Context: an optimization exercise on an open-source flow, tuned for small area. The choices shown serve that exercise and are no tape-out recipe.
At most, simulation tests tie the RTL to the original design; equivalence was not proved.
Power is estimated from default activity; no workload was simulated. The flow treats the clock pin as an ideal source, which a real chip does not have.

Setup of job 101:
==> flow/design.v (excerpt) <==
module hub75 #(
    parameter FIFO_WIDTH = 64,
    parameter OUT_REG = 6,
    parameter CLK_SPEED = 40_000_000
) (
    input wire clk,
    input wire s_axi_valid,
    output logic s_axi_ready,
    input wire reset_n,
    input wire [FIFO_WIDTH - 1 : 0] r0_in,
    input wire [FIFO_WIDTH - 1 : 0] g0_in,
    input wire [FIFO_WIDTH - 1 : 0] b0_in,
    input wire [FIFO_WIDTH - 1 : 0] r1_in,
    input wire [FIFO_WIDTH - 1 : 0] g1_in,
    input wire [FIFO_WIDTH - 1 : 0] b1_in,
    output logic r0_out,
    output logic g0_out,
    output logic b0_out,
    output logic r1_out,
    output logic g1_out,
    output logic b1_out,
    output logic [5 - 1 : 0] addr_out,
    output logic blank,
    output logic latch_out,
    output logic clk_out
);
Settings: LEC_CHECK=0, CAP_MARGIN=20, CORE_MARGIN=2, CORE_UTILIZATION=65, PLACE_DENSITY=0.75, SLEW_MARGIN=20; clock period 10.0 ns.
standard.sh (not shown) runs the stock make flow with config.mk's settings and CLKGATE_MAP_FILE= SYNTH_SCRIPT=/design/flow/synth_recipe.tcl, a recipe that flattens the netlist after the stock synthesis.
==> flow/flow/run.sh <==
#!/bin/bash
# Standard layout, with the smallest buffer on the ports and a leaner clock tree.
set -euo pipefail
bash standard.sh "BUFFER_PORTS_ARGS=-buffer_cell sky130_fd_sc_hd__buf_1" \
  "CTS_ARGS=-sink_clustering_enable -repair_clock_nets -buf_list {sky130_fd_sc_hd__clkbuf_8 sky130_fd_sc_hd__clkbuf_16} -sink_clustering_size 30 -sink_clustering_max_diameter 100 -dont_use_dummy_load" \
  finish > standard_flow.log 2>&1
[inputs] job 102 vs job 101
# job 101
export LEC_CHECK = 0
export CAP_MARGIN = 20
export CORE_MARGIN = 2
export CORE_UTILIZATION = 65
export PLACE_DENSITY = 0.75
export SLEW_MARGIN = 20
create_clock -name core_clock -period 10.0 [get_ports {clk}]
# job 102
export LEC_CHECK = 0
export CAP_MARGIN = 20
export CORE_MARGIN = 2
export CORE_UTILIZATION = 40
export SLEW_MARGIN = 20
create_clock -name core_clock -period 10.0 [get_ports {clk}]
[summary]
- Comparing job 101 and job 102, number of antenna violations at the first check in global routing is higher on job 101.
- Against job 101, cell count in job 102 rose by a little under 10%.
- Between job 101 and job 102, well-tap cell count is higher for job 102, job 101 comes in under that.
- Job 101 and job 102 ended up with roughly the same cell internal power dissipation.
- Changes observed in job 102 relative to job 101: clock buffer count essentially unchanged; overall power consumption +0.32%.
- Comparing job 101 and job 102, share of cell area taken by flip-flops and latches is lower on job 102.
- As of job 102, site row count had risen by more than a quarter compared to job 101.
- Of job 102 and job 101, it is job 102 that has the lower fraction of area in multi-input gates.
- Compared with job 101, job 102 ends up with more cell area.


hub75, a different RTL version from the one above (not shown whole).
Size in the first run: roughly 440 flip-flops, roughly 400 I/O pins, roughly 0.012 mm² of cells after synthesis.
export LEC_CHECK = 0
export CAP_MARGIN = 20
export CORE_MARGIN = 2
export CORE_UTILIZATION = 40
export CTS_BUF_LIST = sky130_fd_sc_hd__clkbuf_4
export CTS_CLUSTER_SIZE = 20
export SLEW_MARGIN = 20
create_clock -name core_clock -period 10.0 [get_ports {clk}]
run.sh (not shown) runs the stock make flow with config.mk's settings and CLKGATE_MAP_FILE= SYNTH_SCRIPT=/design/flow/synth_recipe.tcl, a recipe that flattens the netlist after the stock synthesis.
Stock flow here: none of the scripts above is used.
Edit:
==> flow/flow/run.sh (new file) <==
#!/bin/bash
# Standard layout, but with the smallest buffer on the ports.
set -euo pipefail
bash standard.sh "BUFFER_PORTS_ARGS=-buffer_cell sky130_fd_sc_hd__buf_1" finish > standard_flow.log 2>&1
==> flow/standard.sh (new file) <==
#!/bin/bash
# synth_recipe.tcl (not shown) runs the flow's synth.tcl, then flattens the netlist and writes it again
# the make line also repeats each setting of config.mk as NAME=value (left out here)
make -C /OpenROAD-flow-scripts/flow DESIGN_CONFIG=/design/flow/config.mk WORK_HOME=/design/flow/orfs CLKGATE_MAP_FILE= SYNTH_SCRIPT=/design/flow/synth_recipe.tcl "${@:-finish}"
removed: flow/run.sh
=> Core utilization drops by 8.3 points; sequential power is about the same; via count fell by 1.0%; power fell by 2.8%; global-route usage falls by 1.7 points; hold slack is better by 5.5 ps; die area is unchanged; final cell count barely changes; wire length falls by 8.6%; clock-buffer cell count went down by 7.


wip/tundra:
hub75, a different RTL version from the one above (not shown whole).
For scale: ~1,000 cells after synthesis, about 430 flip-flops, roughly 400 I/O pins.
clock: 10.0 ns
lec_check: 0
cap_margin: 20
core_margin: 2
core_utilization: 65
place_density: 0.75
slew_margin: 20
standard.sh (not shown) runs the stock make flow with config.mk's settings and CLKGATE_MAP_FILE= SYNTH_SCRIPT=/design/flow/synth_recipe.tcl, a recipe that flattens the netlist after the stock synthesis.
==> flow/flow/run.sh <==
#!/bin/bash
# Standard layout, with the smallest buffer on the ports and a leaner clock tree.
set -euo pipefail
bash standard.sh "BUFFER_PORTS_ARGS=-buffer_cell sky130_fd_sc_hd__buf_1" \
  "CTS_ARGS=-sink_clustering_enable -repair_clock_nets -buf_list {sky130_fd_sc_hd__clkbuf_8} -sink_clustering_size 18 -sink_clustering_max_diameter 100 -dont_use_dummy_load" \
  finish > standard_flow.log 2>&1
[inputs] wip/quartz vs wip/tundra
==> flow/flow/run.sh <==
#!/bin/bash
# Standard layout, with the smallest buffer on the ports and a leaner clock tree.
set -euo pipefail
bash standard.sh "BUFFER_PORTS_ARGS=-buffer_cell sky130_fd_sc_hd__buf_1" \
  "CTS_ARGS=-sink_clustering_enable -repair_clock_nets -buf_list {sky130_fd_sc_hd__clkbuf_8} -sink_clustering_size 20 -sink_clustering_max_diameter 100 -dont_use_dummy_load" \
  finish > standard_flow.log 2>&1
Notes after the runs:
On met1 wire length, wip/tundra and wip/quartz are basically level. Compared with wip/tundra, in wip/quartz async set-reset flop share out of synthesis was more or less identical, via density per instance went up by 0.40%. Data arrival time at the worst-slack endpoint: wip/quartz vs wip/tundra down 0.06 ns. wip/quartz: PASS, flow complete, no timing, DRC or antenna violations.
Setup changes, wip/quartz to wip/umber
==> flow/flow/run.sh <==
#!/bin/bash
# Standard layout, with the smallest buffer on the ports and a leaner clock tree.
set -euo pipefail
bash standard.sh "BUFFER_PORTS_ARGS=-buffer_cell sky130_fd_sc_hd__buf_1" \
  "CTS_ARGS=-sink_clustering_enable -repair_clock_nets -buf_list {sky130_fd_sc_hd__clkbuf_16} -sink_clustering_size 34 -sink_clustering_max_diameter 100 -dont_use_dummy_load" \
  finish > standard_flow.log 2>&1
## What came out
- Going from wip/quartz to wip/umber, via count down 67; number of global-route vias before repair down 49.
- From wip/quartz to wip/umber the numbers moved as follows: sum of met3 wire segment lengths after detailed routing has increased; cell leakage power saw an increase; die area stayed essentially flat.
No run of this note included a check of the RTL's function; only the layout flow was run.

separate check: timing with driven ports:
No port has a modelled driver above. Below, the same layouts with a new extraction and two added sets of constraints. Step 1: set_driving_cell puts a clkbuf_16 on clk and a buf_2 on each other input, an assumption about the parent block. Step 2 also shifts input and output timing later by t, the mid clock arrival at the registers, as if the neighbouring blocks saw the same clock. Slacks: ideal / step 1 / step 2; pairs: ideal / step 1.
run	t (ns)	setup WS [ns]	hold slack, ns	clock arrival spread, ns
job 101	0.534	6.552 / 6.506 / 6.790	0.355 / 0.355 / 0.355	0.061 / 0.061
job 102	0.543	6.243 / 6.194 / 6.737	0.395 / 0.395 / 0.395	0.059 / 0.059
the first run of note 2	0.736	5.895 / 5.857 / 5.810	0.380 / 0.380 / 0.380	0.048 / 0.048
the second run of note 2	0.738	6.161 / 6.120 / 6.114	0.386 / 0.386 / 0.386	0.041 / 0.041
wip/tundra	0.604	6.154 / 6.115 / 6.719	0.402 / 0.402 / 0.402	0.033 / 0.034
wip/quartz	0.577	6.208 / 6.168 / 6.745	0.353 / 0.353 / 0.353	0.100 / 0.100
wip/umber	0.536	6.317 / 6.268 / 6.805	0.369 / 0.369 / 0.369	0.057 / 0.057
After both steps every run listed still meets setup and hold. For the first run of note 2, which loses most, drivers alone change the setup slack by -0.038 ns; drivers and shift together by -0.085 ns.
